This design comes from an exercise in tuning for small area, a short achievable clock period and few clock cycles on the open sky130 flow, not from production work.
Only simulation tests tie the RTL to the original design; equivalence was not proved.
No activity file was given, so power comes from the tool's default toggle rates.

==> flow/design.v <==
module muldiv #(parameter KM = 8, KD = 4) (
  input         clock,
  input         reset_n,
  input         start,
  input         op_mul,       
  input         op_madd,      
  input         op_div,       
  input         sgn,          
  input  [31:0] a,            
  input  [31:0] a_md,         
  input  [31:0] b,            
  input         wr_hi,
  input         wr_lo,
  output        busy,         
  output        busy_rd,      
  output [31:0] hi,           
  output [31:0] lo,
  output [31:0] hi_q,         
  output [31:0] lo_q,
  output        hi_neg,       
  output        lo_neg,
  output        fin,          
  output        hi_dead,      
  output        fhi_neg,      
  output        flo_neg
);
  localparam NCM = 32 / KM;
  localparam NCD = 32 / KD;
  reg  [31:0] hi_r, lo_r;
  reg         hi_neg_r, lo_neg_r;
  reg         hi_dead_r;
  reg  [31:0] m;              
  reg  [32:0] acc;            
  reg         busy_r, is_div, is_madd, is_sgn, neg_q, neg_r, dcin;
  reg         hneg;           
  reg         acin;           
  reg  [2:0]  cnt;
  wire last_m = busy_r & (cnt == NCM - 1);
  wire last_d = busy_r & (cnt == NCD - 1);
  wire        a_neg  = sgn & op_div & a[31];
  wire        b_neg  = sgn & b[31];
  wire [31:0] e_m    = b ^ {32{op_div & ~b_neg}};
  wire [31:0] u_m    = busy_r ? m : e_m;
  wire [32:0] u_acc  = busy_r ? acc : {1'b0, op_madd ? (lo_r ^ {32{lo_neg_r}}) : 32'd0};
  wire [KD-1:0] a_top = a_neg ? (~a[31:32-KD] + {{(KD-1){1'b0}}, (a[31-KD:0] == 0)})
                              : a[31:32-KD];
  wire [31:0] u_lo   = busy_r ? lo_r : {op_div ? a_top : a_md[31:32-KD], a_md[31-KD:0]};
  wire        u_sgn  = busy_r ? is_sgn : (sgn & op_mul);
  wire        u_div  = busy_r ? is_div : op_div;
  wire        u_dcin = busy_r ? dcin : ~b_neg;
  assign fin  = busy_r & (is_div ? last_d : last_m);
  wire [31:0] hi_nx, lo_nx;
  wire        hi_neg_nx, lo_neg_nx;
  assign busy    = busy_r;
  assign busy_rd = busy_r & ~fin;
  assign hi      = (fin & ~hi_dead_r) ? hi_nx : hi_r;
  assign hi_dead = hi_dead_r;
  assign lo      = fin ? lo_nx : lo_r;
  assign hi_q    = hi_r;
  assign lo_q    = lo_r;
  assign hi_neg  = hi_neg_r;
  assign lo_neg  = lo_neg_r;
  assign fhi_neg = hi_neg_nx;
  assign flo_neg = is_div & neg_q;    
  integer r, j;
  reg  [32:0] ms, mc, x, sum, cy, xh, s2, c2;
  reg  [KM-1:0] pbits;
  always_comb begin
    ms = u_acc;
    mc = {32'd0, busy_r ? ((cnt == 3'd0) & is_madd & acin) : (op_madd & lo_neg_r)};
    for (r = 0; r < KM; r = r + 1) begin
      for (j = 0; j < 32; j = j + 1)
        x[j] = (u_m[j] & u_lo[r]) ^ (u_sgn & ((j == 31) ^ (last_m && (r == KM - 1))));
      x[32] = u_sgn & (((~busy_r || (cnt == 3'd0)) && (r == 0)) || (last_m && (r == KM - 1)));
      sum = ms ^ mc ^ x;
      cy  = (ms & mc) | (ms & x) | (mc & x);
      pbits[r] = sum[0];
      ms = {1'b0, sum[32:1]};
      mc = cy;
    end
    xh = {1'b0, (last_m & is_madd) ? (hi_r ^ {32{hneg}}) : 32'd0};
    s2 = ms ^ mc ^ xh;
    c2 = (ms & mc) | (ms & xh) | (mc & xh);
  end
  wire [32:0] acc_nx = s2 + {c2[31:0], last_m & is_madd & hneg};
  integer k;
  reg  [31:0] dr, dq;
  reg  [32:0] r2;
  reg  [33:0] diff;
  always_comb begin
    dr = u_acc[31:0]; dq = u_lo;
    for (k = 0; k < KD; k = k + 1) begin
      r2   = {dr, dq[31]};
      diff = {1'b0, r2} + {2'b11, u_m} + {33'd0, u_dcin};
      dr   = diff[33] ? r2[31:0] : diff[31:0];
      dq   = {dq[30:0], ~diff[33]};
    end
  end
  wire [31:0] lo_step = u_div ? dq : {pbits, u_lo[31:KM]};
  assign hi_nx     = is_div ? dr : acc_nx[31:0];
  assign lo_nx     = lo_step;
  assign hi_neg_nx = is_div & neg_r;
  assign lo_neg_nx = is_div & neg_q & (dq != 32'd0);
  wire        hi_neg_f = (fin & ~hi_dead_r) ? hi_neg_nx : hi_neg_r;
  wire        lo_neg_f = fin ? lo_neg_nx : lo_neg_r;
  always_ff @(posedge clock, negedge reset_n)
    if (~reset_n) begin
      hi_r     <= 32'd0;
      lo_r     <= 32'd0;
      hi_neg_r <= 1'b0;
      lo_neg_r <= 1'b0;
      busy_r   <= 1'b0;
      hi_dead_r <= 1'b0;
    end else begin
      if (fin) begin
        if (~hi_dead_r) begin
          hi_r     <= hi_nx;
          hi_neg_r <= hi_neg_nx;
        end
        lo_r      <= lo_nx;
        lo_neg_r  <= lo_neg_nx;
        busy_r    <= 1'b0;
        hi_dead_r <= 1'b0;
      end else if (busy_r)
        lo_r <= lo_step;
      if (start) begin
        busy_r    <= 1'b1;
        lo_r      <= busy_r ? a_md : lo_step;
        hi_dead_r <= 1'b0;
      end
      if (wr_hi) begin
        hi_r     <= a;
        hi_neg_r <= 1'b0;
        if (busy_r & ~fin)
          hi_dead_r <= 1'b1;
      end
      if (wr_lo) begin
        lo_r     <= a;
        lo_neg_r <= 1'b0;
      end
    end
  always_ff @(posedge clock) begin
    if (~busy_r | start) begin
      m       <= e_m;
      dcin    <= ~b_neg;
      hneg    <= hi_neg_f;
      acin    <= op_madd & lo_neg_f;
      is_div  <= op_div;
      is_madd <= op_madd;
      is_sgn  <= sgn & op_mul;
      neg_q   <= a_neg ^ (op_div & b_neg);
      neg_r   <= a_neg;
    end
    cnt <= (busy_r & start) ? 3'd0 : busy_r ? cnt + 3'd1 : 3'd1;
    acc <= (busy_r & start) ? {1'b0, op_madd ? (lo ^ {32{lo_neg_f}}) : 32'd0}
         : u_div ? {1'b0, dr} : acc_nx;
  end
endmodule
module supermips_core (
  input         clock,
  input         reset_n,
  output [31:0] icache_addr,
  output        icache_rd,
  input  [31:0] icache_data,
  input         icache_waitrequest,
  output [31:0] dcache_addr,
  output        dcache_rd,
  output        dcache_wr,
  output [31:0] dcache_wr_data,
  output [ 3:0] dcache_wr_be,
  input  [31:0] dcache_data,
  input         dcache_waitrequest
);
  reg  [31:0] pc_f;           
  reg  [31:0] ir;             
  reg         e_valid;
  reg         e_md_go_done;   
  reg         md_wp;          
  reg  [ 4:0] md_rd;
  reg         m_we;           
  reg  [ 4:0] m_rd;
  reg  [31:0] m_res;          
  reg         m_ld;           
  reg         m_isld;         
  reg         m_st;           
  reg  [ 1:0] m_sz;           
  reg         m_sext;
  reg  [31:0] m_sd;           
  reg  [ 3:0] m_be;
  reg         w_we;           
  reg  [ 4:0] w_rd;
  reg  [31:0] w_val;          
  reg         w_ld;
  reg  [ 1:0] w_sz;
  reg         w_sext;
  reg  [ 1:0] w_off;          
  wire [31:0] rf [0:31];       
  reg  [31:1] rf_ok;          
  wire [5:0]  op = ir[31:26];
  wire [4:0]  rs = ir[25:21];
  wire [4:0]  rt = ir[20:16];
  wire [4:0]  rd = ir[15:11];
  wire [4:0]  sa = ir[10:6];
  wire [5:0]  fn = ir[5:0];
  wire [15:0] imm = ir[15:0];
  wire op_special  = (op == 6'h00);
  wire op_regimm   = (op == 6'h01);
  wire op_special2 = (op == 6'h1c);
  wire op_special3 = (op == 6'h1f);
  wire i_sll   = op_special & (fn == 6'd0);
  wire i_srl   = op_special & (fn == 6'd2);
  wire i_sra   = op_special & (fn == 6'd3);
  wire i_sllv  = op_special & (fn == 6'd4);
  wire i_srlv  = op_special & (fn == 6'd6);
  wire i_srav  = op_special & (fn == 6'd7);
  wire i_jr    = op_special & (fn == 6'd8);
  wire i_jalr  = op_special & (fn == 6'd9);
  wire i_movz  = op_special & (fn == 6'd10);
  wire i_movn  = op_special & (fn == 6'd11);
  wire i_mfhi  = op_special & (fn == 6'd16);
  wire i_mthi  = op_special & (fn == 6'd17);
  wire i_mflo  = op_special & (fn == 6'd18);
  wire i_mtlo  = op_special & (fn == 6'd19);
  wire i_mult  = op_special & (fn == 6'd24);
  wire i_multu = op_special & (fn == 6'd25);
  wire i_div   = op_special & (fn == 6'd26);
  wire i_divu  = op_special & (fn == 6'd27);
  wire i_add   = op_special & ((fn == 6'd32) | (fn == 6'd33));
  wire i_sub   = op_special & ((fn == 6'd34) | (fn == 6'd35));
  wire i_and   = op_special & (fn == 6'd36);
  wire i_or    = op_special & (fn == 6'd37);
  wire i_xor   = op_special & (fn == 6'd38);
  wire i_nor   = op_special & (fn == 6'd39);
  wire i_slt   = op_special & (fn == 6'd42);
  wire i_sltu  = op_special & (fn == 6'd43);
  wire i_bltz   = op_regimm & (rt == 5'h00);
  wire i_bgez   = op_regimm & (rt == 5'h01);
  wire i_bltzal = op_regimm & (rt == 5'h10);
  wire i_bgezal = op_regimm & (rt == 5'h11);
  wire i_j     = (op == 6'h02);
  wire i_jal   = (op == 6'h03);
  wire i_beq   = (op == 6'h04);
  wire i_bne   = (op == 6'h05);
  wire i_blez  = (op == 6'h06);
  wire i_bgtz  = (op == 6'h07);
  wire i_addi  = (op == 6'h08) | (op == 6'h09);
  wire i_slti  = (op == 6'h0a);
  wire i_sltiu = (op == 6'h0b);
  wire i_andi  = (op == 6'h0c);
  wire i_ori   = (op == 6'h0d);
  wire i_xori  = (op == 6'h0e);
  wire i_lui   = (op == 6'h0f);
  wire i_madd  = op_special2 & ((fn == 6'd0) | (fn == 6'd1));
  wire i_mul   = op_special2 & (fn == 6'd2);
  wire i_ext   = op_special3 & (fn == 6'd0);
  wire i_ins   = op_special3 & (fn == 6'd4);
  wire i_seb   = op_special3 & (fn == 6'd32) & (sa == 5'd16);
  wire i_seh   = op_special3 & (fn == 6'd32) & (sa == 5'd24);
  wire i_lb    = (op == 6'h20);
  wire i_lh    = (op == 6'h21);
  wire i_lw    = (op == 6'h23);
  wire i_lbu   = (op == 6'h24);
  wire i_lhu   = (op == 6'h25);
  wire i_sb    = (op == 6'h28);
  wire i_sh    = (op == 6'h29);
  wire i_sw    = (op == 6'h2b);
  wire i_load  = i_lb | i_lh | i_lw | i_lbu | i_lhu;
  wire i_store = i_sb | i_sh | i_sw;
  wire i_link_b = i_bltzal | i_bgezal;
  wire i_branch = i_beq | i_bne | i_blez | i_bgtz | i_bltz | i_bgez | i_link_b;
  wire i_ctrl   = i_branch | i_j | i_jal | i_jr | i_jalr;
  wire i_md_start = i_mult | i_multu | i_div | i_divu | i_madd;
  wire i_md_any   = i_md_start | i_mul | i_mfhi | i_mflo | i_mthi | i_mtlo;
  wire uses_rs = ~(i_j | i_jal);
  wire uses_rt = op_special | i_beq | i_bne | i_store | op_special2 |
                 (op_special3 & ~i_ext);
  wire dst_rd  = (op_special & ~(i_jr | i_mthi | i_mtlo | i_md_start)) |
                 i_seb | i_seh;
  wire dst_rt  = i_addi | i_slti | i_sltiu | i_andi | i_ori | i_xori | i_lui |
                 i_load | i_ext | i_ins;
  wire dst_31  = i_jal | i_link_b;
  wire [4:0] e_dst = dst_31 ? 5'd31 : dst_rd ? rd : rt;
  wire [31:0] md_hi, md_lo, md_hi_q, md_lo_q;
  wire        md_hi_neg, md_lo_neg, md_fin, md_fhi_neg, md_flo_neg, md_hi_dead;
  wire [31:0] rf_a = (rs != 5'd0 && rf_ok[rs]) ? rf[rs] : 32'd0;
  wire [31:0] rf_b = (rt != 5'd0 && rf_ok[rt]) ? rf[rt] : 32'd0;
  wire [31:0] w_res;
  wire        byp_a  = m_we & (m_rd == rs);
  wire        byp_b  = m_we & (m_rd == rt);
  wire        bypw_a = w_we & (w_rd == rs);
  wire        bypw_b = w_we & (w_rd == rt);
  wire        bypd_a = md_wp & (md_rd == rs);
  wire        bypd_b = md_wp & (md_rd == rt);
  wire        sm_a = ~bypd_a & byp_a;
  wire        sw_a = ~bypd_a & ~byp_a & bypw_a;
  wire        sr_a = ~bypd_a & ~byp_a & ~bypw_a;
  wire        sm_b = ~bypd_b & byp_b;
  wire        sw_b = ~bypd_b & ~byp_b & bypw_b;
  wire        sr_b = ~bypd_b & ~byp_b & ~bypw_b;
  wire [31:0] a  = ({32{bypd_a}} & md_lo_q) | ({32{sm_a}} & m_res) |
                   ({32{sw_a}} & w_res) | ({32{sr_a}} & rf_a);
  wire [31:0] bt = ({32{bypd_b}} & md_lo_q) | ({32{sm_b}} & m_res) |
                   ({32{sw_b}} & w_res) | ({32{sr_b}} & rf_b);
  wire        imm_z  = i_andi | i_ori | i_xori;
  wire [31:0] simm   = {{16{imm[15]}}, imm};
  wire [31:0] b_imm  = imm_z ? {16'd0, imm} : simm;
  wire        use_imm = ~(op_special | op_special2 | op_special3 | op_regimm |
                          i_beq | i_bne);
  wire [31:0] b = use_imm ? b_imm : bt;
  wire        md_op   = i_md_start | i_mul;
  wire        dneg_a  = i_div & a[31];
  wire        neg_rd  = (i_mfhi & md_hi_neg) | (i_mflo & md_lo_neg);
  wire        zero_a  = dneg_a | i_mfhi | i_mflo;
  wire        do_sub  = i_sub | i_slt | i_sltu | i_slti | i_sltiu | dneg_a | neg_rd;
  wire [31:0] add_a   = ({32{i_branch}} & pc_f) | ({32{~(zero_a | i_branch)}} & a);
  wire [31:0] add_b   = ({32{i_mfhi}} & md_hi_q) | ({32{i_mflo}} & md_lo_q) |
                        ({32{dneg_a}} & a) | ({32{i_branch}} & {simm[29:0], 2'b00}) |
                        ({32{~(i_mfhi | i_mflo | md_op | i_branch)}} & b);
  wire [32:0] sum     = {1'b0, add_a} + {1'b0, do_sub ? ~add_b : add_b} + {32'd0, do_sub};
  wire        ltu    = ~sum[32];
  wire        lts    = (a[31] & ~b[31]) | (sum[31] & ~(a[31] ^ b[31]));
  wire        sh_var  = i_sllv | i_srlv | i_srav;
  wire        sh_left = i_sll | i_sllv | i_ins;
  wire [4:0]  sh_amt  = sh_var ? a[4:0] : sa;
  wire [31:0] sh_in   = (i_ext | i_ins) ? a : bt;
  function automatic [31:0] rev32(input [31:0] v);
    integer q;
    for (q = 0; q < 32; q = q + 1) rev32[q] = v[31 - q];
  endfunction
  wire [31:0] sh_r    = (sh_left ? rev32(sh_in) : sh_in) >> sh_amt;
  wire [31:0] sh_out  = sh_left ? rev32(sh_r) : sh_r;
  wire [31:0] mask_f  = 32'hFFFF_FFFF >> (5'd31 - rd);    
  wire [31:0] mask_i  = {1'b0, mask_f[31:1]};            
  wire [31:0] pc_plus4 = pc_f + 32'd4;
  wire a_eq_b = ((a ^ b) == 32'd0);          
  wire a_zero = (a == 32'd0);
  wire taken  = i_j | i_jal | i_jr | i_jalr |
                (i_beq & a_eq_b) | (i_bne & ~a_eq_b) |
                (i_blez & (a[31] | a_zero)) | (i_bgtz & ~a[31] & ~a_zero) |
                ((i_bltz | i_bltzal) & a[31]) | ((i_bgez | i_bgezal) & ~a[31]);
  wire        t_reg  = i_jr | i_jalr;
  wire        t_abs  = i_j | i_jal;
  wire [31:0] target = ({32{t_reg}} & a)
                     | ({32{t_abs}} & {pc_f[31:28], ir[25:0], 2'b00})
                     | ({32{~(t_reg | t_abs)}} & sum[31:0]);
  wire [1:0]  lsel   = op_special ? fn[1:0] : op[1:0];
  wire [31:0] lu     = (lsel == 2'd0) ? (a & b) : (lsel == 2'd1) ? (a | b)
                     : (lsel == 2'd2) ? (a ^ b) : ~(a | b);
  wire        s_lu   = i_and | i_andi | i_or | i_ori | i_xor | i_xori | i_nor;
  wire        s_slt  = i_slt | i_slti | i_sltu | i_sltiu;
  wire        s_sh   = i_sll | i_srl | i_sra | i_sllv | i_srlv | i_srav | i_ext | i_ins;
  wire        s_seb  = i_seb;
  wire        s_seh  = i_seh;
  wire        s_a    = i_movz | i_movn;
  wire        s_hi   = i_mfhi & md_fin;
  wire        s_lo   = i_mflo & md_fin;
  wire        s_pc4  = i_jal | i_jalr | (i_link_b & taken);
  wire        s_imm  = i_link_b & ~taken;
  wire        s_lui  = i_lui;
  wire        s_sum  = ~(s_lu | s_slt | s_sh | s_seb | s_seh | s_a | s_hi | s_lo |
                         s_pc4 | s_imm | s_lui);
  wire        slt_b  = (i_sltu | i_sltiu) ? ltu : lts;
  wire [31:0] sh_msk = i_ext ? mask_f : i_ins ? mask_i : 32'hFFFF_FFFF;
  wire [31:0] alu =
      ({32{s_sum}} & sum[31:0])
    | ({32{s_lu}}  & lu)
    | ({32{s_slt}} & {31'd0, slt_b})
    | ({32{s_sh}}  & ((sh_out & sh_msk) | (bt & {32{i_ins}})))
    | ({32{s_seb}} & {{24{bt[7]}}, bt[7:0]})
    | ({32{s_seh}} & {{16{bt[15]}}, bt[15:0]})
    | ({32{s_a}}   & a)
    | ({32{s_hi}}  & md_hi)
    | ({32{s_lo}}  & md_lo)
    | ({32{s_pc4}} & pc_plus4)
    | ({32{s_imm}} & {16'd0, imm})
    | ({32{s_lui}} & {imm, 16'd0});
  wire e_we = (dst_rd | dst_rt | dst_31) & (e_dst != 5'd0) &
              ~(i_movz & ~(bt == 32'd0)) & ~(i_movn & (bt == 32'd0));
  wire m_stall  = (m_ld | m_st) & dcache_waitrequest;
  wire f_done   = ~icache_waitrequest;
  wire md_busy, md_busy_rd;
  wire load_use = m_isld & m_we & ((uses_rs & (m_rd == rs)) | (uses_rt & (m_rd == rt)));
  wire md_wr    = md_wp & ~md_busy_rd & ~w_we & ~(m_we & (m_rd == md_rd));
  wire md_dep   = md_wp & md_busy & ~e_md_go_done &
                  ((uses_rs & (rs == md_rd)) | (uses_rt & (rt == md_rd)));
  wire md_kill  = md_wp & e_we & (e_dst == md_rd);
  wire md_wait  = ((i_md_start | i_mul) & ~e_md_go_done & ((md_wp & ~md_wr) | (md_busy_rd & i_madd))) |
                  (i_mtlo & (md_busy_rd | (md_wp & ~md_wr))) |
                  (i_mfhi & ~md_hi_dead & (md_busy_rd | (md_fin & md_fhi_neg))) |
                  (i_mflo & (md_busy_rd | (md_fin & md_flo_neg))) | md_dep;
  wire e_block  = e_valid & (load_use | md_wait | (i_ctrl & ~f_done));
  wire e_go     = ~m_stall & ~e_block;
  wire e_md_go  = e_valid & ~load_use & ~md_wait;
  wire md_start = e_md_go & (i_md_start | i_mul) & ~e_md_go_done;
  wire [31:0] sd = i_sb ? {4{bt[7:0]}} : i_sh ? {2{bt[15:0]}} : bt;
  wire [1:0]  ea = sum[1:0];
  wire [3:0]  be = i_sb ? (4'b1000 >> ea) : i_sh ? (ea[1] ? 4'b0011 : 4'b1100) : 4'b1111;
  always_ff @(posedge clock, negedge reset_n)
    if (~reset_n) begin
      pc_f       <= 32'd0;
      e_valid    <= 1'b0;
      md_wp      <= 1'b0;
      e_md_go_done <= 1'b0;
      m_we       <= 1'b0;
      m_ld       <= 1'b0;
      m_st       <= 1'b0;
      w_we       <= 1'b0;
    end else begin
      w_we <= m_we & ~m_stall;
      if (md_wr | (e_valid & e_go & md_kill))
        md_wp <= 1'b0;
      if (md_start & i_mul & (rd != 5'd0))
        md_wp <= 1'b1;
      if (md_start)
        e_md_go_done <= 1'b1;
      if (e_go) begin
        e_md_go_done <= 1'b0;
        m_we    <= e_valid & e_we;
        m_ld    <= e_valid & i_load;
        m_st    <= e_valid & i_store;
        e_valid <= f_done;
        if (f_done)
          pc_f <= (e_valid & taken) ? target : pc_plus4;
      end else if (~m_stall) begin
        m_we <= 1'b0;
        m_ld <= 1'b0;
        m_st <= 1'b0;
      end
    end
  always_ff @(posedge clock)
    if (md_start & i_mul) md_rd <= rd;
  always_ff @(posedge clock)
    if (e_go)
      ir <= icache_data;
  always_ff @(posedge clock)
    if (~m_stall) begin
      m_rd   <= e_dst;
      m_isld <= i_load;
      m_res  <= alu;
      m_sz   <= (i_lb | i_lbu) ? 2'd0 : (i_lh | i_lhu) ? 2'd1 : 2'd2;
      m_sext <= i_lb | i_lh;
      m_sd   <= sd;
      m_be   <= be;
    end
  assign dcache_addr    = m_res;
  assign dcache_rd      = m_ld;
  assign dcache_wr      = m_st;
  assign dcache_wr_data = m_sd;
  assign dcache_wr_be   = m_be;
  always_ff @(posedge clock) begin
    w_rd   <= m_rd;
    w_val  <= m_isld ? dcache_data : m_res;
    w_ld   <= m_isld;
    w_sz   <= m_sz;
    w_sext <= m_sext;
    w_off  <= m_res[1:0];
  end
  wire [7:0]  ld_b = (w_off == 2'd0) ? w_val[31:24] : (w_off == 2'd1) ? w_val[23:16]
                   : (w_off == 2'd2) ? w_val[15:8] : w_val[7:0];
  wire [15:0] ld_h = w_off[1] ? w_val[15:0] : w_val[31:16];
  assign w_res = ~w_ld ? w_val
               : (w_sz == 2'd0) ? {{24{w_sext & ld_b[7]}}, ld_b}
               : (w_sz == 2'd1) ? {{16{w_sext & ld_h[15]}}, ld_h}
               : w_val;
  wire [31:0] wd = md_wr ? md_lo : w_res;
  wire [ 4:0] wa = md_wr ? md_rd : w_rd;
  wire        rf_we = w_we | md_wr;
  assign rf[0] = 32'd0;
  genvar gr;
  generate
    for (gr = 1; gr < 32; gr = gr + 1) begin : R
      reg [31:0] q;
      always_ff @(posedge clock)
        if (rf_we && wa == gr) q <= wd;
      assign rf[gr] = q;
    end
  endgenerate
  always_ff @(posedge clock, negedge reset_n)
    if (~reset_n) rf_ok <= 31'd0;
    else if (rf_we) rf_ok[wa] <= 1'b1;
  assign icache_addr = pc_f;
  assign icache_rd   = 1'b1;
  muldiv MD (
    .clock   (clock),
    .reset_n (reset_n),
    .start   (md_start),
    .op_mul  (i_mult | i_multu | i_mul),
    .op_madd (i_madd),
    .op_div  (i_div | i_divu),
    .sgn     (i_mult | i_div),
    .a       (a),
    .a_md    (sum[31:0]),
    .b       (bt),
    .wr_hi   (e_md_go & i_mthi),
    .wr_lo   (e_md_go & i_mtlo),
    .busy    (md_busy),
    .busy_rd (md_busy_rd),
    .hi      (md_hi),
    .lo      (md_lo),
    .hi_q    (md_hi_q),
    .lo_q    (md_lo_q),
    .hi_neg  (md_hi_neg),
    .lo_neg  (md_lo_neg),
    .fin     (md_fin),
    .hi_dead (md_hi_dead),
    .fhi_neg (md_fhi_neg),
    .flo_neg (md_flo_neg));
endmodule
==> flow/flow/run.sh <==
#!/bin/bash
# Layout flow: the standard layout, except that
#  - synthesis maps the logic with a lighter ABC script (one delay-oriented
#    mapping pass with area recovery, no repeated delay-oriented
#    restructuring); everything else, registers included, is as the standard
#    synthesis;
#  - the port buffers are buf_4 cells.
# Each tool's output goes to a log file of its own in the work folder.
set -euo pipefail
W=$(pwd)
F=$W/flow

{
  echo "proc abc {args} {"
  echo "  set i [lsearch -exact \$args -script]"
  echo "  if {\$i >= 0} { lset args [expr {\$i + 1}] $F/abc_map.script }"
  echo "  yosys abc {*}\$args"
  echo "}"
  cat "$W/synth_recipe.tcl"
} > "$W/synth_map.tcl"
sed "s#SYNTH_SCRIPT=[^ ]*#SYNTH_SCRIPT=$W/synth_map.tcl#" "$W/standard.sh" > "$W/synth_map.sh"

export BUFFER_PORTS_ARGS="-buffer_cell sky130_fd_sc_hd__buf_4"

bash "$W/synth_map.sh" synth > "$W/synth.log" 2>&1
bash "$W/standard.sh" > "$W/layout.log" 2>&1
==> flow/flow/abc_map.script <==
&get -n
&st
&dch
&nf
&put
buffer -c
topo
stime -c
dnsize -c
==> flow/standard.sh <==
#!/bin/bash
# synth_recipe.tcl (not shown) runs the flow's synth.tcl, then flattens the netlist and writes it again
# the make line also repeats each setting of config.mk as NAME=value (left out here)
make -C /OpenROAD-flow-scripts/flow DESIGN_CONFIG=/design/flow/config.mk WORK_HOME=/design/flow/orfs CLKGATE_MAP_FILE= SYNTH_SCRIPT=/design/flow/synth_recipe.tcl "${@:-finish}"
==> flow/config.mk <==
export PLATFORM = sky130hd
export DESIGN_NAME = supermips_core
export DESIGN_NICKNAME = supermips_core
export VERILOG_FILES = /design/flow/design.v
export SDC_FILE = /design/flow/constraint.sdc
export NUM_CORES = 8
export LEC_CHECK = 0
export CAP_MARGIN = 30
export CORE_MARGIN = 2
export CORE_UTILIZATION = 55
export CTS_CLUSTER_DIAMETER = 60
export CTS_CLUSTER_SIZE = 25
export SLEW_MARGIN = 30
==> flow/constraint.sdc <==
create_clock -name core_clock -period 150.0 [get_ports {clock}]
set_input_delay 30.0000 -clock core_clock [delete_from_list [all_inputs] [get_ports {clock}]]
set_output_delay 30.0000 -clock core_clock [all_outputs]
set_load 0.01 [all_outputs]
==> flow_metrics.tcl, run 1 <==
set metrics [dict create \
    pwr-share-clk_pct 18.7 \
    die_w_um 408 \
    p_leak_nw 36.3 \
    finalCritPeriodShare_pct 21.2 \
    reg2regPathDepth 81 \
    largest_reg_flops 992 \
    vias 85306 \
    cts_tree "yes" \
    synth_area_per_cell_um2 10.1 \
    routed_wl_um 440000 \
    gp_congestion 1.18 \
    critPathMaxStageDelay_ps 780 \
    intPower_mw 0.904 \
    holdPathEnd "w_sz[1]" \
    syn_to_final_growth_pct 11.5 \
    rrSetupSlack_ps 123730 \
    worstPathMaxFanout 4 \
    cp_top_family "flip-flops" \
    setup_slack_ps 118130 \
    rsz0062_at_grt "false" \
    grt_max_degree 77 \
    fmax_mhz 31.4 \
    layout_commonest_cell "nand2_1" \
    status "timing/DRC/antenna clean" \
    finalSetupTns_ps 0 \
    grt_pass1_vias 79152 \
    synth_top_area_share_pct 38.4 \
    synth_seq_cells 1363 \
    fin_cells 11190 \
    utilization_pct 61.6 \
    p_switching_mw 0.810 \
    layout.nets 9537 \
    cts_resized 0 \
    grt_antenna_before_repair 46 \
    max-vdd-ir-drop_mv 0.0194 \
    post_cts_buffers 0 \
    async_reset_ff_share_pct 10.1 \
    synth.distinct_cells 82 \
    cts_inserted_buffers 103 \
    end_kind "output port" \
    htreeDepth 3 \
    design.portCount 171 \
    finalMaxSlewViolations 0 \
    synth-edff-count 1146 \
    p_seq_share_pct 32.6 \
    ctsHoldBuffers 0 \
    ys_seq_area_share_pct 44.0 \
    io_buffers 169 \
    report.power.total_mw 1.71 \
    worstHoldPathCells 0 \
    syn_inst 8837 \
    crit_chain "buf_4" \
    insertion_delay_ps 840 \
    ant_nets 0 \
    crit_slowest_cell "edfxtp_1" \
    powerDensity_nw_per_um2 17.2 \
    wire_per_inst_um 39.4 \
    dpl_worst_slack_ps 117460 \
    cts_num_sinks 1363 \
    syn_area_um2 89600 \
    dp_hpwl_um 312000 \
    synth_fp_nets 9485 \
    required_ps 120000 \
    period_needed_ps 31870 \
    setup_viol 0 \
    dp.cells 10953 \
    clk_pin_slew_ps 90 \
    combPwrFrac_pct 48.7 \
    critical_path_depth 1 \
    design_area_um2 99900 \
    ys_top_cells_by_area "edfxtp_1 38%, fa_1 5.9%, nand2_1 4.8%" \
    drt_iter0_drc 17817 \
    final_layout_size_suffix_gt1_share_pct 12.9 \
    critPathBufInv 1 \
    dieHeight_um 408 \
    synthFlopType "edfxtp_1" \
    clk_path_buf_depth 3 \
    overflow 0 \
    synth_top_area_cell "edfxtp_1" \
    drc 0 \
    start_kind "flip-flop" \
    die_area_um2 166000 \
    initial_core_util_pct 55.3 \
    row_count 148 \
    yosys_warnings 2 \
    hold_path.class "reg2reg" \
    fin_hold_ws_ps 345 \
    min_from "m_sz[1]" \
    clock-root-buffer "clkbuf_16" \
    mostFrequentLayoutCells "1,153 x nand2_1, 1,146 x edfxtp_1, 615 x a21oi_1, 615 x buf_4, 520 x o21ai_0" \
    crit_type "reg2out" \
    slew_headroom_pct 14.2 \
    place_area_um2 95800 \
    grt_use_total_pct 51.4 \
    switching_share_pct 47.2 \
    r2r-end "m_res[10]" \
    r2r-start "ir[16]" \
    worst_pin_slew_ps 1270 \
    coreArea_um2 162000 \
    skew_ps 113 \
    reg_top3 "R.q x992, MD.acc x33" \
    vias_per_cell 7.62 \
    firstDrtPassIters 13 \
    worstPathArrival_ps 1870 \
    regMostFlops "R.q" \
    finalHoldViolCount 0 \
    maxCapViolations 0 \
    grt_pass1_wl_um 606000 \
]
## cell type report
| type | instances | area, um2 |
|---|---|---|
| inverters | 297 | 1110 |
| well taps | 2175 | 2720 |
| flip-flops and latches | 1363 | 39500 |
| diodes | 38 | 95.1 |
| repair buffers | 623 | 4710 |
| clock buffers | 104 | 2580 |
| fillers | 13399 | 62300 |
| multi-input cells | 6501 | 47900 |
| clock inverters | 89 | 1350 |
## logic make-up after synthesis
logic type               count (synthesis)  synth area share [%]
AO/OA/AOI/OAI                         2749                  21.2
AND/OR/NAND/NOR                       2432                  12.3
flip-flops                            1363                  44.0
buffers and inverters                  973                  4.09
adder cells (fa/ha/maj)                580                  10.3
XOR/XNOR                               429                  4.19
multiplexers                           310                  3.91
other                                    1               0.00418
## power by group through the flow
stage | Combinational [mW] | Clock (mW) | Sequential, mW
5_1_grt | 0.861 | 0.331 | 0.555
6_report | 0.834 | 0.321 | 0.559
3_3_place_gp | 0.767 | 0 | 0.555
3_5_place_dp | 0.785 | 0 | 0.557
4_1_cts | 0.788 | 0.318 | 0.549
2_1_floorplan | 0.450 | 0 | 0.525
## synth_stat cells (all sizes together), types with 19 or more instances
| cell type | instances |
|---|---|
| nor2 | 492 |
| nand4 | 138 |
| clkbuf | 597 |
| o221ai | 58 |
| mux4 | 21 |
| inv | 296 |
| nor2b | 45 |
| o22ai | 24 |
| and4b | 31 |
| a31oi | 57 |
| a21o | 66 |
| xnor2 | 231 |
| mux2 | 110 |
| o21bai | 40 |
| nor4 | 80 |
| o22a | 19 |
| nand2b | 30 |
| xor2 | 198 |
| a211oi | 36 |
| and2 | 29 |
| o21ai | 581 |
| buf | 79 |
| a21oi | 656 |
| mux2i | 179 |
| and3 | 22 |
| dfrtp | 138 |
| nand3 | 209 |
| nor3 | 97 |
| o31ai | 20 |
| nand2 | 1157 |
| edfxtp | 1146 |
| a22o | 96 |
| ha | 318 |
| a221oi | 128 |
| a22oi | 326 |
| o21a | 38 |
| o31a | 61 |
| fa | 262 |
| dfxtp | 79 |
| nor4bb | 24 |
| a222oi | 401 |
| or3 | 23 |
| o211ai | 55 |
## worst max path at each step
| stage | startpoint | endpoint | slack (ps) |
|---|---|---|---|
| floorplan | dcache_waitrequest | pc_f[1] | 113620 |
| global placement | dcache_waitrequest | pc_f[1] | 117540 |
| detailed placement | dcache_waitrequest | pc_f[1] | 117460 |
| CTS | dcache_waitrequest | pc_f[1] | 118240 |
| global route | m_res[5] | dcache_addr[5] | 118240 |
| finish | m_res[10] | dcache_addr[10] | 118130 |
## routing by layer
layer  vias to the layer above  part of all wire [%]  track usage [%]
li1                      33959                     -                -
met1                     41214                    33             61.2
met2                      7882                    41             73.2
met3                      2215                    16             23.0
met4                        36                   9.7             37.7
met5                         -                  0.15             1.32
Testbench counts, summed over its fixed seeds: cycles 58,226.
==> inputs of run 2 (changes only) <==
--- a/flow/config.mk
+++ b/flow/config.mk
@@ -10,4 +10,4 @@
 export CORE_UTILIZATION = 55
-export CTS_CLUSTER_DIAMETER = 60
-export CTS_CLUSTER_SIZE = 25
+export CTS_CLUSTER_DIAMETER = 80
+export CTS_CLUSTER_SIZE = 30
 export SLEW_MARGIN = 30
==> flow_metrics.tcl, run 2 <==
set metrics [dict create \
    final_layout_size_suffix_gt1_share_pct 12.3 \
    gp_congestion 1.18 \
    synth_fp_nets 9485 \
    grt_pass1_wl_um 603000 \
    yosys_warnings 2 \
    synthTopCellsByCount "1,157 x nand2_1, 1,146 x edfxtp_1, 656 x a21oi_1" \
    worstPathArrival_ps 1810 \
    max-vdd-ir-drop_mv 0.0193 \
    row_count 148 \
    cts_resized 0 \
    yosysMostFrequentCell "nand2_1" \
    synth-edff-count 1146 \
    end_kind "output port" \
    cts_inserted_buffers 77 \
    coreArea_um2 162000 \
    synth_top_area_share_pct 38.4 \
    clk_pin_slew_ps 100 \
    p_seq_share_pct 33.9 \
    report.power.total_mw 1.65 \
    die_area_um2 166000 \
    ctsHoldBuffers 0 \
    switching_share_pct 47.7 \
    fin_hold_ws_ps 349 \
    period_needed_ps 31810 \
    fill_cells 13531 \
    critPathBufInv 1 \
    rsz0062_at_grt "false" \
    p_switching_mw 0.788 \
    cts_num_sinks 1363 \
    synth_area_per_cell_um2 10.1 \
    async_reset_ff_share_pct 10.1 \
    firstDrtPassIters 13 \
    top_usage_layer "met2" \
    skew_ps 83.5 \
    crit_type "reg2out" \
    synth.distinct_cells 82 \
    io_buffers 169 \
    syn_inst 8837 \
    reg_top3 "R.q x992, MD.acc x33" \
    setup_slack_ps 118190 \
    grt_use_total_pct 51.2 \
    hold_path.class "reg2reg" \
    cp_top_family "flip-flops" \
    finalCritPeriodShare_pct 21.2 \
    vias_per_cell 7.66 \
    layout.nets 9508 \
    initial_core_util_pct 55.3 \
    grt_antenna_before_repair 49 \
    overflow 0 \
    ys_seq_area_share_pct 44.0 \
    status "timing/DRC/antenna clean" \
    start_kind "flip-flop" \
    gr-usage-met3_pct 22.2 \
    grt_max_degree 77 \
    dp_hpwl_um 312000 \
    vias 85185 \
    syn_to_final_growth_pct 10.1 \
    wire_per_inst_um 39.6 \
    ant_nets 0 \
    slew_headroom_pct 19.7 \
    p_leak_nw 35.7 \
    ys_top_cells_by_area "edfxtp_1 38%, fa_1 5.9%, nand2_1 4.8%" \
    combPwrFrac_pct 50.5 \
    syn_area_um2 89600 \
    post_cts_buffers 0 \
    dieHeight_um 408 \
    finalMaxSlewViolations 0 \
    intPower_mw 0.862 \
    crit_chain "buf_4" \
    crit_slowest_cell "edfxtp_1" \
    grt_pass1_vias 78795 \
    dpl_worst_slack_ps 117460 \
    maxCapViolations 0 \
    layout_commonest_cell "nand2_1" \
    synth_top_area_cell "edfxtp_1" \
    fmax_mhz 31.4 \
    mostFrequentLayoutCells "1,153 x nand2_1, 1,146 x edfxtp_1, 616 x a21oi_1" \
    synthFlopType "edfxtp_1" \
    clock-root-buffer "clkbuf_16" \
    grtUsageMet2_pct 73.6 \
    clk_path_buf_depth 3 \
    design.portCount 171 \
    largest_reg_flops 992 \
    worst_pin_slew_ps 1200 \
    design_area_um2 98700 \
    place_area_um2 95800 \
    htreeDepth 3 \
    required_ps 120000 \
    powerDensity_nw_per_um2 16.7 \
    setup_viol 0 \
    synth_seq_cells 1363 \
    worstPathMaxFanout 4 \
    finalHoldViolCount 0 \
    use_met1_pct 61.1 \
    pwr-share-clk_pct 15.6 \
    die_w_um 408 \
    drc 0 \
    routed_wl_um 440000 \
    regMostFlops "R.q" \
    critPathMaxStageDelay_ps 780 \
    cts_tree "yes" \
    insertion_delay_ps 810 \
    drt_iter0_drc 17590 \
    finalSetupTns_ps 0 \
]
## run 2: layout make-up
| class | instances | area [um2] | share of cell area (%) |
|---|---|---|---|
| Multi-Input combinational cell | 6501 | 47900 | 48.5 |
| Inverter | 297 | 1110 | 1.13 |
| Sequential cell | 1363 | 39500 | 40.0 |
| Clock inverter | 55 | 810 | 0.820 |
| Tap cell | 2175 | 2720 | 2.76 |
| Clock buffer | 81 | 1950 | 1.98 |
| Antenna cell | 28 | 70.1 | 0.0710 |
| Timing Repair Buffer | 620 | 4700 | 4.76 |
## run 2: cells by family after synthesis
logic type	share of synthesized area (%)
adders and majority gates	10.3
other	0.00418
buffers and inverters	4.09
muxes	3.91
and+or+nand+nor	12.3
DFF	44.0
AOI/OAI and AO/OA	21.2
xor gates and xnor gates	4.19
## run 2: path summary, 6_finish.rpt
| check | end | slack (ps) | cells past startpoint | start |
|---|---|---|---|---|
| max | dcache_addr[10] | 118190 | 1 | m_res[10] |
| min in group asynchronous | pc_f[11] | 29110 | 1 | reset_n |
| max reg2reg | m_res[23] | 123990 | 81 | ir[16] |
| min reg2reg | w_sz[1] | 350 | 0 | m_sz[1] |
| max in group asynchronous | MD.busy_r | 119540 | 2 | reset_n |
| min | w_sz[1] | 350 | 0 | m_sz[1] |
## run 2: power by group through the flow
stage | registers [mW] | logic [mW] | clock network [mW]
after global routing | 0.555 | 0.862 | 0.268
after floorplan | 0.525 | 0.450 | 0
after global placement | 0.555 | 0.767 | 0
after CTS | 0.549 | 0.788 | 0.254
after detailed placement | 0.557 | 0.785 | 0
final | 0.559 | 0.834 | 0.258
## run 2: metrics by stage
step | util (%) | cells
after floorplan | - | 8837
after global placement | 58.9 | 10952
after detailed placement | 59.0 | 10953
after CTS | 60.7 | 11089
after global routing | 60.8 | 11093
final | 60.9 | 11120
## run 2: per-layer routing
metal  vias up  wire length [um]  part of all wire, %
li1      33836                 -                    -
met1     41229            145000                   33
met2      7924            181000                   41
met3      2160             71400                   16
met4        36             42700                  9.7
met5         -               285                0.065
## run 2: worst reg2reg max path, delay by kind of cell, from the launching register on
kind / cells / cell delay [ps]
fa+ha+maj: 6 / 2580
flops: 1 / 950
simple gates: 15 / 4090
xor+xnor: 1 / 100
buf+inv: 9 / 3220
compound gates: 50 / 14830
==> inputs of run 3 (changes only) <==
--- a/flow/config.mk
+++ b/flow/config.mk
@@ -9,3 +9,3 @@
 export CORE_MARGIN = 2
-export CORE_UTILIZATION = 55
+export CORE_UTILIZATION = 50
 export CTS_CLUSTER_DIAMETER = 80
==> flow_metrics.tcl, run 3 <==
set metrics [dict create \
    max-vdd-ir-drop_mv 0.0122 \
    cts_inserted_buffers 90 \
    powerDensity_nw_per_um2 17.1 \
    start_kind "flip-flop" \
    pwr-share-clk_pct 17.6 \
    worstHoldPathCells 0 \
    async_reset_ff_share_pct 10.1 \
    p_leak_nw 36.2 \
    yosys_warnings 2 \
    largest_reg_flops 992 \
    synth-edff-count 1146 \
    r2r-end "m_res[4]" \
    synthFlopType "edfxtp_1" \
    crit_chain "buf_4" \
    ant_nets 0 \
    maxCapViolations 0 \
    wl_met3_um 65600 \
    wire_per_inst_um 39.7 \
    clock-root-buffer "clkbuf_16" \
    drt_iter0_drc 16945 \
    grt_max_degree 73 \
    period_needed_ps 31840 \
    grt_use_total_pct 48.5 \
    worstPathMaxFanout 5 \
    ctsHoldBuffers 0 \
    htreeDepth 3 \
    synth_area_per_cell_um2 10.1 \
    overflow 0 \
    min_from "m_sz[0]" \
    finalCritPeriodShare_pct 21.2 \
    yosysMostFrequentCell "nand2_1" \
    worst_pin_slew_ps 1280 \
    design.portCount 171 \
    grt_pass1_vias 78927 \
    design_area_um2 99900 \
    status "timing/DRC/antenna clean" \
    syn_inst 8837 \
    fmax_mhz 31.4 \
    synth_fp_nets 9485 \
    dp_hpwl_um 314000 \
    coreArea_um2 178000 \
    finalSetupTns_ps 0 \
    die_w_um 427 \
    crit_type "reg2out" \
    routed_wl_um 451000 \
    syn_to_final_growth_pct 11.5 \
    regMostFlops "R.q" \
    setup_viol 0 \
    place_area_um2 96100 \
    cts_tree "yes" \
    layout_commonest_cell "nand2_1" \
    clk_pin_slew_ps 100 \
    critPathMaxStageDelay_ps 780 \
    rrSetupSlack_ps 123590 \
    synth_top_area_cell "edfxtp_1" \
    rsz0062_at_grt "false" \
    finalMaxSlewViolations 0 \
    worstPathArrival_ps 1840 \
    io_buffers 169 \
    critPathBufInv 1 \
    post_cts_buffers 0 \
    insertion_delay_ps 840 \
    routed.top_layer "met5" \
    cts_resized 0 \
    synth_seq_cells 1363 \
    firstDrtPassIters 14 \
    cts_num_sinks 1363 \
    dieHeight_um 427 \
    fill_cells 15688 \
    r2r-start "ir[21]" \
    die_area_um2 183000 \
    final_layout_size_suffix_gt1_share_pct 12.9 \
    required_ps 120000 \
    wl_met2_um 187000 \
    p_seq_share_pct 32.6 \
    skew_ps 66.7 \
    slew_headroom_pct 13.7 \
    fin_hold_ws_ps 370 \
    syn_area_um2 89600 \
    drc 0 \
    mostFrequentLayoutCells "1,156 x nand2_1, 1,146 x edfxtp_1, 628 x buf_4" \
    grt_pass1_wl_um 620000 \
    clk_path_buf_depth 3 \
    ys_top_cells_by_area "edfxtp_1 38%, fa_1 5.9%, nand2_1 4.8%" \
    combPwrFrac_pct 49.8 \
    initial_core_util_pct 50.3 \
    holdPathEnd "w_sz[0]" \
    vias_per_cell 7.45 \
    switching_share_pct 47.9 \
    vias 84687 \
    synth.distinct_cells 82 \
    end_kind "output port" \
    hold_path.class "reg2reg" \
    cp_top_family "flip-flops" \
    grt_antenna_before_repair 47 \
    reg2regPathDepth 76 \
    reg_top3 "R.q x992, MD.acc x33" \
    ys_seq_area_share_pct 44.0 \
    synth_top_area_share_pct 38.4 \
    crit_slowest_cell "edfxtp_1" \
    synthTopCellsByCount "1,157 x nand2_1, 1,146 x edfxtp_1, 656 x a21oi_1" \
    intPower_mw 0.888 \
    row_count 155 \
    wl_met1_um 150000 \
    layout.nets 9548 \
    finalHoldViolCount 0 \
    gp_congestion 1.15 \
    p_switching_mw 0.816 \
]
run 3: cell families after synthesis:
| group | after synthesis | share of synthesized area (%) |
|---|---|---|
| buffers and inverters | 973 | 4.09 |
| and+or+nand+nor | 2432 | 12.3 |
| adders and majority gates | 580 | 10.3 |
| other | 1 | 0.00418 |
| DFF | 1363 | 44.0 |
| muxes | 310 | 3.91 |
| xor gates and xnor gates | 429 | 4.19 |
| AOI/OAI and AO/OA | 2749 | 21.2 |
run 3: worst reg2reg max path: cells and delay by family, from the launching register on:
| kind | cells | cell delay (ps) |
|---|---|---|
| and+or+nand+nor | 18 | 5480 |
| AOI/OAI and AO/OA | 41 | 13340 |
| muxes | 1 | 320 |
| buffers and inverters | 9 | 3410 |
| xor gates and xnor gates | 1 | 140 |
| adders and majority gates | 6 | 2520 |
| DFF | 1 | 930 |
run 3: per-stage QoR:
stage | std cells | worst slack [ps] | utilization [%] | power [mW]
final | 11374 | 118160 | 56.1 | 1.70
after global routing | 11346 | 118230 | 56.0 | 1.75
after CTS | 11319 | 118330 | 55.9 | 1.64
after detailed placement | 11149 | 118070 | 53.9 | 1.35
after global placement | 11146 | 118080 | 53.8 | 1.33
after floorplan | 8837 | 113620 | - | 0.976
run 3: area by class of cell:
class	instances	area [um2]	area share, %
diodes	41	103	0.103
well taps	2355	2950	2.95
flip-flops and latches	1363	39500	39.5
multi-input cells	6501	47900	47.9
clock inverters	77	1230	1.23
inverters	297	1110	1.12
clock buffers	93	2290	2.30
repair buffers	647	4900	4.90
run 3: power groups by stage:
stage / Clock (mW) / Combinational (mW) / Sequential, mW
after detailed placement: 0 / 0.792 / 0.555
after CTS: 0.299 / 0.797 / 0.547
after global placement: 0 / 0.781 / 0.554
after global routing: 0.313 / 0.880 / 0.554
final: 0.300 / 0.849 / 0.556
after floorplan: 0 / 0.450 / 0.525
run 3: per-layer routing:
metal	up-vias	track usage, %
li1	33956	-
met1	41245	55.8
met2	7308	69.8
met3	2156	20.5
met4	22	40.1
met5	-	3.02
run 3: worst max-delay path by stage:
| stage | start | end | slack, ps | depth (start not counted) |
|---|---|---|---|---|
| 2_1_floorplan | dcache_waitrequest | pc_f[1] | 113620 | 7 |
| 3_3_place_gp | icache_waitrequest | md_wp | 118080 | 10 |
| 3_5_place_dp | icache_waitrequest | md_wp | 118070 | 10 |
| 4_1_cts | m_res[1] | dcache_addr[1] | 118330 | 1 |
| 5_1_grt | m_res[0] | dcache_addr[0] | 118230 | 1 |
| 6_report | m_res[29] | dcache_addr[29] | 118160 | 1 |
==> inputs of run 4 (changes only) <==
--- a/flow/config.mk
+++ b/flow/config.mk
@@ -9,3 +9,3 @@
 export CORE_MARGIN = 2
-export CORE_UTILIZATION = 50
+export CORE_UTILIZATION = 60
 export CTS_CLUSTER_DIAMETER = 80
==> flow_metrics.tcl, run 4 <==
set metrics [dict create \
    crit_chain "buf_4" \
    cts_tree "yes" \
    synth-edff-count 1146 \
    min_from "m_sext" \
    final_layout_size_suffix_gt1_share_pct 12.5 \
    worstPathArrival_ps 1790 \
    r2r-start "ir[19]" \
    fin_cells 10922 \
    yosys_warnings 2 \
    worstPathMaxFanout 4 \
    worst_pin_slew_ps 1230 \
    switching_share_pct 47.5 \
    die_area_um2 152000 \
    clock-root-buffer "clkbuf_16" \
    cp_top_family "flip-flops" \
    synth_fp_nets 9485 \
    start_kind "flip-flop" \
    coreArea_um2 148000 \
    maxCapViolations 0 \
    post_cts_buffers 0 \
    r2r-end "m_res[23]" \
    finalHoldViolCount 0 \
    drc 0 \
    largest_reg_flops 992 \
    initial_core_util_pct 60.6 \
    ys_top_cells_by_area "edfxtp_1 38%, fa_1 5.9%, nand2_1 4.8%" \
    finalCritPeriodShare_pct 21.2 \
    row_count 141 \
    report.power.total_mw 1.63 \
    vias 86554 \
    finalMaxSlewViolations 0 \
    slew_headroom_pct 17.4 \
    grt_pass1_wl_um 599000 \
    cts_inserted_buffers 74 \
    p_seq_share_pct 33.9 \
    drt_iter0_drc 19703 \
    gp_congestion 1.18 \
    regMostFlops "R.q" \
    combPwrFrac_pct 50.7 \
    critical_path_depth 1 \
    layout.nets 9542 \
    required_ps 120000 \
    grt_antenna_before_repair 47 \
    worstHoldPathCells 0 \
    io_buffers 169 \
    synth_top_area_share_pct 38.4 \
    htreeDepth 3 \
    synth_top_area_cell "edfxtp_1" \
    insertion_delay_ps 790 \
    design.portCount 171 \
    fmax_mhz 31.5 \
    rsz0062_at_grt "false" \
    grt_pass1_vias 79735 \
    clk_path_buf_depth 3 \
    async_reset_ff_share_pct 10.1 \
    end_kind "output port" \
    layout_commonest_cell "nand2_1" \
    crit_type "reg2out" \
    overflow 0 \
    dp.cells 10742 \
    routed_wl_um 434000 \
    period_needed_ps 31790 \
    setup_viol 0 \
    synthTopCellsByCount "1,157 x nand2_1, 1,146 x edfxtp_1, 656 x a21oi_1" \
    grt_max_degree 81 \
    synthFlopType "edfxtp_1" \
    vias_per_cell 7.92 \
    synth.distinct_cells 82 \
    skew_ps 60.0 \
    wire_per_inst_um 39.7 \
    cts_num_sinks 1363 \
    p_switching_mw 0.773 \
    status "timing/DRC/antenna clean" \
    rrSetupSlack_ps 123510 \
    hold_path.class "reg2reg" \
    mostFrequentLayoutCells "1,153 x nand2_1, 1,146 x edfxtp_1, 632 x buf_4" \
    ctsHoldBuffers 0 \
    reg2regPathDepth 80 \
    fill_cells 11317 \
    clk_pin_slew_ps 100 \
    reg_top3 "R.q x992, MD.acc x33" \
    max-vdd-ir-drop_mv 0.0140 \
    crit_slowest_cell "edfxtp_1" \
    dieHeight_um 391 \
    holdPathEnd "w_sext" \
    dp_hpwl_um 306000 \
    syn_to_final_growth_pct 9.91 \
    syn_area_um2 89600 \
    synth_seq_cells 1363 \
    critPathMaxStageDelay_ps 790 \
    p_leak_nw 35.8 \
    synth_area_per_cell_um2 10.1 \
    cts_resized 0 \
    pwr-share-clk_pct 15.3 \
    finalSetupTns_ps 0 \
    grt_use_total_pct 55.6 \
    powerDensity_nw_per_um2 16.5 \
    yosysMostFrequentCell "nand2_1" \
    ys_seq_area_share_pct 44.0 \
    critPathBufInv 1 \
    intPower_mw 0.856 \
    die_w_um 391 \
    ant_nets 0 \
    syn_inst 8837 \
    firstDrtPassIters 17 \
]
## run 4: cell counts after synthesis
No cell type changed its count.
## run 4: per-layer routing
layer  vias up  wire length (um)  track usage [%]
li1      33916                 -                -
met1     41006            137000             64.7
met2      8915            172000             77.2
met3      2672             76100             27.6
met4        45             47900             44.0
met5         -              1160             3.60
## run 4: worst max path at each step
| stage | endpoint | from |
|---|---|---|
| finish | dcache_addr[9] | m_res[9] |
| global route | dcache_addr[9] | m_res[9] |
| CTS | md_wp | dcache_waitrequest |
| detailed placement | md_wp | dcache_waitrequest |
| global placement | md_wp | dcache_waitrequest |
| floorplan | pc_f[1] | dcache_waitrequest |
## run 4: cell families after synthesis
| family | count (synthesis) | synth area share, % |
|---|---|---|
| xor+xnor | 429 | 4.19 |
| fa+ha+maj | 580 | 10.3 |
| buf+inv | 973 | 4.09 |
| mux | 310 | 3.91 |
| flops | 1363 | 44.0 |
| compound gates | 2749 | 21.2 |
| other cells | 1 | 0.00418 |
| simple gates | 2432 | 12.3 |
## run 4: per-stage QoR
step	setup WS, ps	area [um2]	utilization, %	hold WS [ps]
6_report	118210	98500	66.6	363
3_5_place_dp	117530	95600	64.6	340
4_1_cts	118300	98300	66.4	361
2_1_floorplan	113620	89600	-	323
5_1_grt	118310	98400	66.5	367
3_3_place_gp	117630	95400	64.4	333
## run 4: power by group through the flow
stage | Clock, mW | Combinational, mW | Sequential [mW]
6_report | 0.250 | 0.827 | 0.553
5_1_grt | 0.258 | 0.853 | 0.550
4_1_cts | 0.245 | 0.776 | 0.543
3_5_place_dp | 0 | 0.771 | 0.552
3_3_place_gp | 0 | 0.751 | 0.550
2_1_floorplan | 0 | 0.450 | 0.525
## run 4: final cells by class
class,count,area [um2],area share [%]
Clock inverter,46,723,0.734
Antenna cell,46,115,0.117
Tap cell,1930,2410,2.45
Clock buffer,82,1900,1.93
Timing Repair Buffer,657,4940,5.02
Multi-Input combinational cell,6501,47900,48.6
Sequential cell,1363,39500,40.0
Inverter,297,1110,1.13
==> inputs of run 5 (changes only) <==
--- a/flow/config.mk
+++ b/flow/config.mk
@@ -9,5 +9,6 @@
 export CORE_MARGIN = 2
-export CORE_UTILIZATION = 60
+export CORE_UTILIZATION = 55
 export CTS_CLUSTER_DIAMETER = 80
 export CTS_CLUSTER_SIZE = 30
+export PLACE_DENSITY = 0.7
 export SLEW_MARGIN = 30
==> flow_metrics.tcl, run 5 <==
set metrics [dict create \
    status "timing/DRC/antenna clean" \
    mostFrequentLayoutCells "1,152 x nand2_1, 1,146 x edfxtp_1, 623 x buf_4" \
    rrSetupSlack_ps 122910 \
    grt_pass1_wl_um 644000 \
    drt_iter0_drc 19689 \
    post_cts_buffers 0 \
    row_count 148 \
    crit_chain "buf_4" \
    layout_commonest_cell "nand2_1" \
    finalSetupTns_ps 0 \
    start_kind "flip-flop" \
    cts_resized 0 \
    yosys_warnings 2 \
    cts_inserted_buffers 84 \
    coreArea_um2 162000 \
    synth_top_area_share_pct 38.4 \
    design.portCount 171 \
    die_area_um2 166000 \
    layout.nets 9532 \
    utilization_pct 61.1 \
    worstPathArrival_ps 1790 \
    vias_per_cell 7.82 \
    grt_antenna_before_repair 47 \
    fin_cells 11167 \
    max-vdd-ir-drop_mv 0.0243 \
    rsz0062_at_grt "false" \
    fmax_mhz 31.5 \
    gp_congestion 1.12 \
    synth-edff-count 1146 \
    setup_viol 0 \
    worstPathMaxFanout 4 \
    cp_top_family "flip-flops" \
    finalMaxSlewViolations 0 \
    ctsHoldBuffers 0 \
    final_layout_size_suffix_gt1_share_pct 12.6 \
    synth_fp_nets 9485 \
    insertion_delay_ps 810 \
    die_w_um 408 \
    r2r-start "ir[23]" \
    synthTopCellsByCount "1,157 x nand2_1, 1,146 x edfxtp_1, 656 x a21oi_1" \
    ant_nets 0 \
    overflow 0 \
    synth_top_area_cell "edfxtp_1" \
    dp_hpwl_um 334000 \
    slew_headroom_pct 19.6 \
    dieHeight_um 408 \
    regMostFlops "R.q" \
    clk_pin_slew_ps 100 \
    required_ps 120000 \
    io_buffers 169 \
    yosysMostFrequentCell "nand2_1" \
    syn_to_final_growth_pct 10.6 \
    powerDensity_nw_per_um2 16.9 \
    grt_max_degree 70 \
    synth_area_per_cell_um2 10.1 \
    min_from "m_sz[0]" \
    crit_type "reg2out" \
    startpoint "m_res[2]" \
    largest_reg_flops 992 \
    initial_core_util_pct 55.3 \
    setup_slack_ps 118220 \
    cts_num_sinks 1363 \
    htreeDepth 3 \
    ys_seq_area_share_pct 44.0 \
    skew_ps 78.5 \
    synth_seq_cells 1363 \
    crit_slowest_cell "edfxtp_1" \
    end_kind "output port" \
    clock-root-buffer "clkbuf_16" \
    vias 87371 \
    critPathBufInv 1 \
    critPathMaxStageDelay_ps 770 \
    hold_path.class "reg2reg" \
    ys_top_cells_by_area "edfxtp_1 38%, fa_1 5.9%, nand2_1 4.8%" \
    grt_use_total_pct 55.0 \
    worst_pin_slew_ps 1210 \
    dpl_worst_slack_ps 118000 \
    wire_per_inst_um 42.1 \
    syn_inst 8837 \
    finalCritPeriodShare_pct 21.2 \
    grt_pass1_vias 81176 \
    firstDrtPassIters 15 \
    p_leak_nw 35.8 \
    dp.cells 10968 \
    reg_top3 "R.q x992, MD.acc x33" \
    routed_wl_um 471000 \
    period_needed_ps 31780 \
    cts_tree "yes" \
    synthFlopType "edfxtp_1" \
    finalHoldViolCount 0 \
    drc 0 \
    synth.distinct_cells 82 \
    syn_area_um2 89600 \
    clk_path_buf_depth 3 \
    async_reset_ff_share_pct 10.1 \
    maxCapViolations 0 \
]
run 5: layout make-up:
type,instances,area (um2)
tap,2175,2720
clock buffer,97,2150
inverter,297,1110
antenna,42,105
fill,13034,63100
timing repair buffer,637,4800
multi-input combinational,6501,48000
sequential,1363,39500
clock inverter,55,756
run 5: layer usage:
layer,share of wire [%],GRT usage [%]
met4,10,41.9
met1,33,66.3
met5,0.24,3.88
met2,40,76.0
met3,17,25.1
run 5: worst paths after layout:
check / to / cells after the start
max: dcache_addr[2] / 1
max reg2reg: R[16].q[0] / 78
min: w_sz[0] / 0
max in group asynchronous: MD.lo_r[9] / 3
min reg2reg: w_sz[0] / 0
min in group asynchronous: rf_ok[22] / 1
run 5: logic make-up after synthesis:
logic type | share of synthesized area [%]
compound gates | 21.2
simple gates | 12.3
flops | 44.0
buf+inv | 4.09
fa+ha+maj | 10.3
xor+xnor | 4.19
mux | 3.91
other cells | 0.00418
run 5: power by group:
group / internal [mW] / total [mW] / leakage [nW] / switching, mW
logic: 0.265 / 0.858 / 21.4 / 0.593
registers: 0.491 / 0.554 / 13.1 / 0.0635
clock network: 0.113 / 0.267 / 1.39 / 0.153
run 5: through the flow:
step / hold slack [ps] / power (mW) / instance area, um2
2_1_floorplan: 323 / 0.976 / 89600
3_3_place_gp: 328 / 1.34 / 95700
3_5_place_dp: 328 / 1.35 / 95900
4_1_cts: 377 / 1.61 / 98800
5_1_grt: 393 / 1.71 / 99000
6_report: 371 / 1.68 / 99100
==> inputs of run 6 (changes only) <==
--- a/flow/flow/run.sh
+++ b/flow/flow/run.sh
@@ -6,3 +6,5 @@
 #    synthesis;
-#  - the port buffers are buf_4 cells.
+#  - the port buffers are buf_4 cells;
+#  - after global routing, gates on the half of the paths with the most
+#    slack are downsized (ORFS's power recovery), which saves area.
 # Each tool's output goes to a log file of its own in the work folder.
@@ -23,2 +25,4 @@
 export BUFFER_PORTS_ARGS="-buffer_cell sky130_fd_sc_hd__buf_4"
+# after global routing, downsize gates on the paths with the most slack
+export RECOVER_POWER=50
 
--- a/flow/config.mk
+++ b/flow/config.mk
@@ -9,6 +9,5 @@
 export CORE_MARGIN = 2
-export CORE_UTILIZATION = 55
+export CORE_UTILIZATION = 50
 export CTS_CLUSTER_DIAMETER = 80
 export CTS_CLUSTER_SIZE = 30
-export PLACE_DENSITY = 0.7
 export SLEW_MARGIN = 30
==> flow_metrics.tcl, run 6 <==
set metrics [dict create \
    pwr-share-clk_pct 17.6 \
    rsz0062_at_grt "false" \
    coreArea_um2 178000 \
    syn_area_um2 89600 \
    design.portCount 171 \
    grt_max_degree 73 \
    combPwrFrac_pct 49.6 \
    r2r-start "ir[19]" \
    synth_top_area_cell "edfxtp_1" \
    regMostFlops "R.q" \
    synth_fp_nets 9485 \
    routed_wl_um 451000 \
    period_needed_ps 31800 \
    finalSetupTns_ps 0 \
    startpoint "m_res[0]" \
    cts_inserted_buffers 90 \
    p_switching_mw 0.816 \
    finalHoldViolCount 0 \
    grt_use_total_pct 48.5 \
    synthFlopType "edfxtp_1" \
    drt_iter0_drc 16467 \
    start_kind "flip-flop" \
    finalMaxSlewViolations 1746 \
    status "failed layout checks" \
    layout_commonest_cell "nand2_1" \
    grt_pass1_vias 78927 \
    fin_hold_ws_ps 373 \
    min_from "m_sz[0]" \
    wire_per_inst_um 39.6 \
    crit_type "reg2out" \
    drc 0 \
    hold_path.class "reg2reg" \
    crit_chain "buf_4" \
    fill_cells 15789 \
    skew_ps 69.4 \
    worst_pin_slew_ps 3380 \
    utilization_pct 55.9 \
    dp_hpwl_um 314000 \
    vias 84683 \
    layout.nets 9548 \
    critPathMaxStageDelay_ps 750 \
    mostFrequentLayoutCells "1,157 x nand2_1, 1,146 x edfxtp_1, 618 x a21oi_1" \
    io_buffers 169 \
    maxCapViolations 59 \
    synth-edff-count 1146 \
    die_area_um2 183000 \
    max-vdd-ir-drop_mv 0.0123 \
    p_leak_nw 35.8 \
    ant_nets 0 \
    finalCritPeriodShare_pct 21.2 \
    vias_per_cell 7.44 \
    synth_seq_cells 1363 \
    ys_seq_area_share_pct 44.0 \
    dieHeight_um 427 \
    synth_area_per_cell_um2 10.1 \
    p_seq_share_pct 32.7 \
    ctsHoldBuffers 0 \
    end_kind "output port" \
    clk_pin_slew_ps 100 \
    async_reset_ff_share_pct 10.1 \
    report.power.total_mw 1.70 \
    synth.distinct_cells 82 \
    firstDrtPassIters 13 \
    ys_top_cells_by_area "edfxtp_1 38%, fa_1 5.9%, nand2_1 4.8%" \
    cts_resized 0 \
    setup_viol 0 \
    post_cts_buffers 0 \
    yosys_warnings 2 \
    clock-root-buffer "clkbuf_16" \
    crit_slowest_cell "edfxtp_1" \
    yosysMostFrequentCell "nand2_1" \
    cts_tree "yes" \
    so_faults "max-capacitance violations, max-slew violations" \
    gp_congestion 1.15 \
    grt_antenna_before_repair 47 \
    syn_to_final_growth_pct 11.1 \
    largest_reg_flops 992 \
    powerDensity_nw_per_um2 17.1 \
    intPower_mw 0.886 \
    syn_inst 8837 \
    synth_top_area_share_pct 38.4 \
    clk_path_buf_depth 3 \
    initial_core_util_pct 50.3 \
    regArea_um2 39500 \
    multi_input_area_um2 47800 \
    worstPathMaxFanout 5 \
    die_w_um 427 \
    fmax_mhz 31.5 \
    cp_top_family "flip-flops" \
    grt_pass1_wl_um 620000 \
    switching_share_pct 48.0 \
    worstPathArrival_ps 1800 \
    required_ps 120000 \
    htreeDepth 3 \
    synthTopCellsByCount "1,157 x nand2_1, 1,146 x edfxtp_1, 656 x a21oi_1" \
    insertion_delay_ps 840 \
    fin_cells 11386 \
    dp.cells 11149 \
    final_layout_size_suffix_gt1_share_pct 11.8 \
    reg_top3 "R.q x992, MD.acc x33" \
    slew_headroom_pct -125 \
    row_count 155 \
    overflow 0 \
    cts_num_sinks 1363 \
    critPathBufInv 1 \
]
run 6: layout make-up:
| type | instances | share of cell area [%] |
|---|---|---|
| Multi-Input combinational cell | 6501 | 48.0 |
| Clock inverter | 77 | 1.24 |
| Inverter | 297 | 1.12 |
| Timing Repair Buffer | 647 | 4.59 |
| Antenna cell | 53 | 0.133 |
| Sequential cell | 1363 | 39.6 |
| Tap cell | 2355 | 2.96 |
| Clock buffer | 93 | 2.31 |
run 6: kinds of logic after synthesis:
logic type	count (synthesis)	synth area share (%)
flops	1363	44.0
buf+inv	973	4.09
xor+xnor	429	4.19
other cells	1	0.00418
fa+ha+maj	580	10.3
mux	310	3.91
simple gates	2432	12.3
compound gates	2749	21.2
run 6: final timing paths:
path                                        to  slack, ps  depth (start not counted)
worst max register to register        m_res[4]     118840                         72
worst min-delay path                   w_sz[0]        370                          0
min in group asynchronous             pc_f[14]      29210                          1
worst min register to register         w_sz[0]        370                          0
max in group asynchronous          MD.lo_neg_r     119490                          2
worst max-delay path            dcache_addr[0]     118200                          1
run 6: per-stage QoR:
stage          area, um2  setup slack (ps)
4_1_cts            99600            118330
3_3_place_gp       95900            118080
3_5_place_dp       96100            118070
6_report           99500            118200
5_1_grt            99400            117970
2_1_floorplan      89600            113620
run 6: metal layers:
layer | wire length, um | GRT usage [%] | up-vias
met3 | 64100 | 20.5 | 2218
li1 | - | - | 33956
met4 | 48700 | 40.1 | 18
met2 | 187000 | 69.8 | 7224
met5 | 853 | 3.02 | -
met1 | 150000 | 55.8 | 41267
run 6: power by group through the flow:
stage          sequential, mW  clock [mW]  combinational (mW)
6_report                0.557       0.300               0.845
5_1_grt                 0.554       0.312               0.875
4_1_cts                 0.547       0.299               0.797
3_5_place_dp            0.555           0               0.792
3_3_place_gp            0.554           0               0.781
2_1_floorplan           0.525           0               0.450

[separate check: timing with driven ports]
How much do the figures lean on ideal ports? The routed layouts below were timed once more, with nothing changed but the port constraints.
Step 1 (the two cells are an assumption about what drives the block):
set clk [get_ports {clock}]
set_driving_cell -lib_cell sky130_fd_sc_hd__clkbuf_16 $clk
set_driving_cell -lib_cell sky130_fd_sc_hd__buf_2 [delete_from_list [all_inputs] $clk]
Step 2 adds t to the input delays and takes it off the output delays; t is the mean of the earliest and latest rising clock arrival at the registers after step 1. Input paths then give back, and output paths get back, about the clock's delay inside the block.
a / b / c = no drivers / after step 1 / after step 2; a / b = the first two.
run | t, ns | slack for setup (ns) | worst setup path at the end | worst data-port slew with drivers (ns) | cell pins on the clock port's net
run 1 | 0.873 | 118.132 / 118.043 / 117.563 | input to register | 0.04 | 1
run 2 | 0.854 | 118.187 / 118.098 / 117.631 | input to register | 0.04 | 1
run 3 | 0.899 | 118.164 / 118.074 / 118.005 | input to register | 0.07 | 1
run 4 | 0.852 | 118.210 / 118.119 / 117.687 | input to register | 0.05 | 1
run 5 | 0.879 | 118.215 / 118.111 / 117.830 | input to register | 0.05 | 1
run 6 | 0.899 | 118.204 / 118.113 / 117.965 | input to register | 0.08 | 1
For run 1, which loses most, drivers alone change the setup slack by -0.089 ns; drivers and shift together by -0.569 ns.
